Background: an optimization exercise with open tools, aiming at small area. Do not read the settings as production practice. No run shown here included a check of the RTL's function; only the layout flow was run. No activity file was given, so power comes from the tool's default toggle rates.

## flow/design.v (module list and top-level ports; edited modules follow where they fit)
// module color_tracker: 1466 lines
// module fa: 4 lines
// module ha: 4 lines
module color_tracker
(
    input   wire        clk         ,
    input   wire        rst_n       ,
    output  wire [15:0] pix_addr    ,
    output  wire        pix_rden    ,
    input   wire [15:0] pix_data    ,
    output  wire [7:0]  vga_r       ,
    output  wire [7:0]  vga_g       ,
    output  wire [7:0]  vga_b       ,
    output  reg         th_hsync    ,
    output  reg         th_vsync    ,
    output  wire [31:0] x_error     ,
    output  wire [31:0] h_error
 ) ;
function rge;
    input [15:0] a;
    input [15:0] b;
    integer i;
    reg c;
    begin
        c = 1'b1;
        for (i = 0; i < 16; i = i + 1)
            c = (a[i] & ~b[i]) | (~(a[i] ^ b[i]) & c);
  // ...
==> flow/flow/run.sh <==
#!/bin/bash
# The standard layout (standard.sh: the ORFS run, unchanged synthesis),
# with two changes: the buffers ORFS puts on every input and output port are
# the platform's smallest buffer, sky130_fd_sc_hd__buf_1, and clock tree
# synthesis uses clkbuf_8 and inserts no dummy loads.
set -euo pipefail
bash standard.sh "BUFFER_PORTS_ARGS=-buffer_cell sky130_fd_sc_hd__buf_1" \
  "CTS_ARGS=-sink_clustering_enable -repair_clock_nets -buf_list sky130_fd_sc_hd__clkbuf_8 -dont_use_dummy_load" \
  finish > standard_flow.log 2>&1
==> flow/standard.sh <==
#!/bin/bash
# synth_recipe.tcl (not shown) runs the flow's synth.tcl, then flattens the netlist and writes it again
# the make line also repeats each setting of config.mk as NAME=value (left out here)
make -C /OpenROAD-flow-scripts/flow DESIGN_CONFIG=/design/flow/config.mk WORK_HOME=/design/flow/orfs CLKGATE_MAP_FILE= SYNTH_SCRIPT=/design/flow/synth_recipe.tcl "${@:-finish}"
==> flow/config.mk <==
export PLATFORM = sky130hd
export DESIGN_NAME = color_tracker
export DESIGN_NICKNAME = color_tracker
export VERILOG_FILES = /design/flow/design.v
export SDC_FILE = /design/flow/constraint.sdc
export NUM_CORES = 4
export LEC_CHECK = 0
export CAP_MARGIN = 20
export CORE_MARGIN = 2
export CORE_UTILIZATION = 65
export CTS_BUF_LIST = sky130_fd_sc_hd__clkbuf_8
export SLEW_MARGIN = 20
export SYNTH_HIERARCHICAL = 1
==> flow/constraint.sdc <==
create_clock -name core_clock -period 12.0 [get_ports {clk}]
set_input_delay 2.4000 -clock core_clock [delete_from_list [all_inputs] [get_ports {clk}]]
set_output_delay 2.4000 -clock core_clock [all_outputs]
set_load 0.01 [all_outputs]
==> qor.csv, run 1 <==
stage,metric,value,unit
cells_and_area,most frequent cells in the layout,"fa_1 (147), ha_1 (145), inv_1 (117), buf_1 (115), and2_1 (94)",
worst_setup_path,Most common cell on crit path,fa_1,
sta,final setup fails,0,
worst_setup_path,CP Depth,26,
min_path,Hold Crit Start,d2[9],
status,outcome,"complete, no violations",
synthesis,Mapped Avg Cell Area,10.6,um2
routing,vias post-DR,8733,
routing,DRT Pass-1 Iters,5,
cells_and_area,non-filler instance count after layout,1578,
cells_and_area,Final Core Density,68.7,%
clocking,Hold Buf Count CTS,0,
sta,Worst slew margin,36.3,%
clocking,H-tree Lvls,4,
min_path,hold endpoint,d3[9],
worst_setup_path,CP max stage cell,fa_1,
synthesis,post-synthesis mux area share,1.68,%
power_and_ir_drop,Seq pwr share,47.5,%
synthesis,Synth area leaders,"fa_1 (23%), ha_1 (14%), dfrtp_1 (14%), dfxtp_1 (11%), and2_1 (4.4%)",
worst_setup_path,Reg2Reg Depth,19,
worst_setup_path,CP Launch Point,x1[0],
clocking,setup bufs post-CTS,2,
synthesis,XOR/XNOR Fraction of Synth Area,1.91,%
synthesis,Compound-Gate Fraction of Synth Area,7.14,%
power_and_ir_drop,Internal,886,uW
clocking,Worst-path clk slew,0.08,ns
floorplanning,tapcell count,270,
worst_setup_path,"Data required, critical path",9.60,ns
==> run 2: changes to the inputs <==
==> flow/flow/run.sh (replaced) <==
#!/bin/bash
# The standard layout (standard.sh: the ORFS run, unchanged synthesis),
# with two changes: the buffers ORFS puts on every input and output port are
# the platform's smallest buffer, sky130_fd_sc_hd__buf_1, and clock tree
# synthesis uses clkbuf_8, larger sink clusters and no dummy loads.
set -euo pipefail
bash standard.sh "BUFFER_PORTS_ARGS=-buffer_cell sky130_fd_sc_hd__buf_1" \
  "CTS_ARGS=-sink_clustering_enable -repair_clock_nets -buf_list sky130_fd_sc_hd__clkbuf_8 -dont_use_dummy_load -sink_clustering_size 30 -sink_clustering_max_diameter 150" \
  finish > standard_flow.log 2>&1
==> run 2 against run 1 <==
  * Die area stayed put
  * Final cell count stayed put
  * Global-route usage stayed put
  * First-iteration DRC count stayed put
  * Cell area stayed put
  * Clock skew stayed put
  * Sequential share of layout area stayed put
  * Clock power hardly changed
  * Largest cell class unchanged
==> qor.csv, run 2 <==
stage,metric,value,unit,change
status,outcome,"complete, no violations",,unchanged
sta,Fin. Hold Viols,0,,unchanged
worst_setup_path,Crit. End Element,primary output,,unchanged
worst_setup_path,critical path data arrival time,9.22,ns,about the same
power_and_ir_drop,Internal,886,uW,unchanged
synthesis,Synth Flop Type,dfxtp_1,,unchanged
flow_run,number of max-cap violations,0,,unchanged
worst_setup_path,Setup crit start kind,flip-flop,,unchanged
worst_setup_path,CP Buf/Inv Count,4,,unchanged
routing,DRT Pass-1 Iters,5,,unchanged
cells_and_area,NumNets Final,1627,,unchanged
cells_and_area,"commonest non-fill, non-tap cell in the layout",fa_1,,unchanged
worst_setup_path,"Data required, critical path",9.60,ns,about the same
global_route,wire length of the first global-routing pass,45900,um,unchanged
power_and_ir_drop,Max VDD drop,0.154,mV,unchanged
clocking,"Clk Latency, worst-skew pair",0.45,ns,about the same
sta,Slew @ Worst Pin,0.952,ns,unchanged
routing,WL per Instance,17.2,um,unchanged
cells_and_area,area delta synth->final,4.26,%,unchanged
routing,# DRC,0,,unchanged
global_route,vias in the first global route,9247,,unchanged
synthesis,async set-or-reset flop fraction in the synthesized netlist,55.7,%,unchanged
synthesis,"count leader, synth",fa_1,,unchanged
synthesis,Cells after Synth,1255,,unchanged
cells_and_area,Final Core Density,68.7,%,unchanged
clocking,TritonCTS clock tree,built,,unchanged
sta,Slew Limit Fails,0,,unchanged
floorplanning,initial core utilization,65.9,%,unchanged
floorplanning,chip width,147,um,unchanged
floorplanning,Std-Cell Rows,52,,unchanged
power_and_ir_drop,pwr dens,93.2,nW/um2,unchanged
synthesis,Netlist Area Pre-Place,13300,um2,unchanged
floorplanning,IO Pins,125,,unchanged
placed_design,IO Port Bufs,124,,unchanged
sta,Worst Hold Slack,0.329,ns,unchanged
floorplanning,Core Region,20200,um2,unchanged
cells_and_area,most frequent cells in the layout,"fa_1 (147), ha_1 (145), inv_1 (117), buf_1 (115), and2_1 (94)",,unchanged
placed_design,RePlAce Congestion,0.894,,unchanged
routing,antenna-violating nets left,0,,unchanged
placed_design,placed inst area,13500,um2,unchanged
global_route,initial antenna violation count,0,,unchanged
synthesis,Yosys reg bits,167,,unchanged
placed_design,Detailed Place HPWL,21600,um,unchanged
cells_and_area,share of layout cells above drive strength 1,7.19,%,unchanged
cells_and_area,post-route cell area,13900,um2,unchanged
sta,setup TNS,0,ns,unchanged
clocking,Worst-path clk slew,0.08,ns,about the same
clocking,CTS root buf,clkbuf_8,,unchanged
floorplanning,Die Y,147,um,unchanged
synthesis,sequential element share of the synthesized area,28.9,%,unchanged
power_and_ir_drop,Clk network pwr share,23.5,%,about the same
cells_and_area,# diodes,0,,unchanged
worst_setup_path,crit path kind,flip-flop to primary output,,unchanged
clocking,CTS Buf Count,17,,unchanged
sta,final setup fails,0,,unchanged
power_and_ir_drop,Seq pwr share,47.5,%,about the same
synthesis,Post-synth EDFFs,0,,unchanged
routing,Avg Vias per Cell,5.53,,unchanged
synthesis,Yosys Warn Count,7,,unchanged
min_path,HP Class,flip-flop to flip-flop,,unchanged
sta,fin crit period,11.62,ns,unchanged
worst_setup_path,Top delay family on crit path,adder cells,,unchanged
synthesis,Yosys cell types,58,,unchanged
power_and_ir_drop,combinational share of power,29.1,%,about the same
sta,Final period util,96.8,%,unchanged
synthesis,Synth area leaders,"fa_1 (23%), ha_1 (14%), dfrtp_1 (14%), dfxtp_1 (11%), and2_1 (4.4%)",,unchanged
sta,RSZ-0062 raised after global routing,no,,unchanged
global_route,Overflow after GRT,0,,unchanged
sta,Clock Skew,0.0257,ns,unchanged
power_and_ir_drop,Leak,0.00636,uW,unchanged
routing,vias post-DR,8733,,unchanged
clocking,clock tree buffer depth,2,,unchanged
worst_setup_path,Most common cell on crit path,fa_1,,unchanged
global_route,largest net degree at the start of global routing,68,,unchanged
clocking,Hold Buf Count CTS,0,,unchanged
clocking,H-tree Lvls,4,,unchanged
floorplanning,Die Area,21600,um2,unchanged
power_and_ir_drop,Sw Share,31.3,%,unchanged
synthesis,Synthesized Nets,1572,,unchanged
sta,Worst slew margin,36.3,%,unchanged
routing,Detailed Route Iter0 Violations,497,,unchanged
synthesis,Post-synth top cells,"fa_1 (154), ha_1 (145), inv_1 (117)",,unchanged
power_and_ir_drop,Net Switching,404,uW,unchanged
sta,fmax,86.1,MHz,unchanged
synthesis,Mapped Avg Cell Area,10.6,um2,unchanged
worst_setup_path,crit-path max FO,9,,unchanged
worst_setup_path,CP max stage cell,fa_1,,unchanged
routing,routed wire length,27200,um,unchanged
global_route,gr usage total,26.9,%,unchanged
clocking,clock sink total,167,,unchanged
synthesis,leading area contributor after synthesis,fa_1,,unchanged
worst_setup_path,"slowest stage delay, CP",0.59,ns,about the same
synthesis,top-area cell type share of the netlist area,23.2,%,unchanged
run 2: layout make-up:
type | instances | area (um2)
Sequential cell | 167 | 3830
Timing Repair Buffer | 137 | 577
Multi-Input combinational cell | 870 | 8430
Fill cell | 1614 | 6320
Tap cell | 270 | 338
Inverter | 117 | 439
Clock buffer | 17 | 234
run 2: metrics by stage:
stage          worst slack, ns  power, uW  instances
2_1_floorplan            0.318        900       1255
3_3_place_gp             0.324        977       1556
3_5_place_dp             0.205        996       1556
4_1_cts                 0.0449       1300       1575
5_1_grt                0.00292       1390       1578
6_report                 0.380       1290       1578
run 2: what timing repair did:
| action | 4_1_cts | 5_1_grt |
|---|---|---|
| gates resized for setup | 3 | 17 |
| buffers inserted | 2 | 3 |
| endpoints found under the setup margin | 13 | 18 |
| pin swaps | 1 | 4 |
run 2: cell families (layout without fill, tap and decap cells):
family	count (synthesis)	after routing	share of synthesized area, %
AO/OA/AOI/OAI	153	153	7.14
XOR/XNOR	29	29	1.91
adder cells (fa/ha/maj)	299	299	36.9
buffers and inverters	218	271	8.07
flip-flops	167	167	28.9
multiplexers	21	21	1.68
other	1	1	0.0282
AND/OR/NAND/NOR	367	367	15.5
run 2: worst paths after layout:
kind / from / endpoint / slack [ns] / cells after the start
max: x1[0] / h_error[29] / 0.38 / 26
min: d2[9] / d3[9] / 0.33 / 0
max reg2reg: d3[12] / nb0 / 5.69 / 19
min reg2reg: d2[9] / d3[9] / 0.33 / 0
max in group asynchronous: rst_n / vb[0] / 8.88 / 2
min in group asynchronous: rst_n / h[1] / 1.88 / 1
run 2: layer usage:
metal  up-vias  track usage, %  share of wire, %
met5         -               0                 0
met4         0            8.89               2.1
met3        34            3.29               3.4
met2       204            47.3                52
met1      4315            34.9                43
li1       4180               -                 -
run 2: power by group through the flow:
| stage | combinational [uW] | sequential (uW) | clock (uW) |
|---|---|---|---|
| 3_3_place_gp | 353 | 624 | 0 |
| 2_1_floorplan | 282 | 618 | 0 |
| 3_5_place_dp | 372 | 624 | 0 |
| 5_1_grt | 444 | 616 | 330 |
| 4_1_cts | 378 | 613 | 312 |
| 6_report | 375 | 612 | 303 |
run 2: Yosys stat by module, one instance, submodules excluded:
module / area (um2) / cells / copies in the design
ha: 12.5 / 1 / 68
color_tracker: 9370 / 1034 / 1
fa: 20.0 / 1 / 153

-- separate check: timing with driven ports --
Ports are ideal in the flow. The routed layouts listed here were re-timed in OpenROAD. Step 1, drivers: a clkbuf_16 drives clk and a buf_2 each remaining input, both assumed. Step 2 adds t to the input delays and takes it off the output delays; t is the mean of the earliest and latest rising clock arrival at the registers after step 1. Input paths then give back, and output paths get back, about the clock's delay inside the block. Three values: ideal ports, drivers, drivers and shift; two values: the first two.
run	t, ns	setup WS [ns]	worst register clock-pin slew, ns	worst data-port slew with drivers (ns)
run 1	0.482	0.380 / 0.337 / 0.819	0.09 / 0.09	0.03
run 2	0.482	0.380 / 0.337 / 0.819	0.09 / 0.09	0.03
After both steps setup and hold are still met in every run listed.
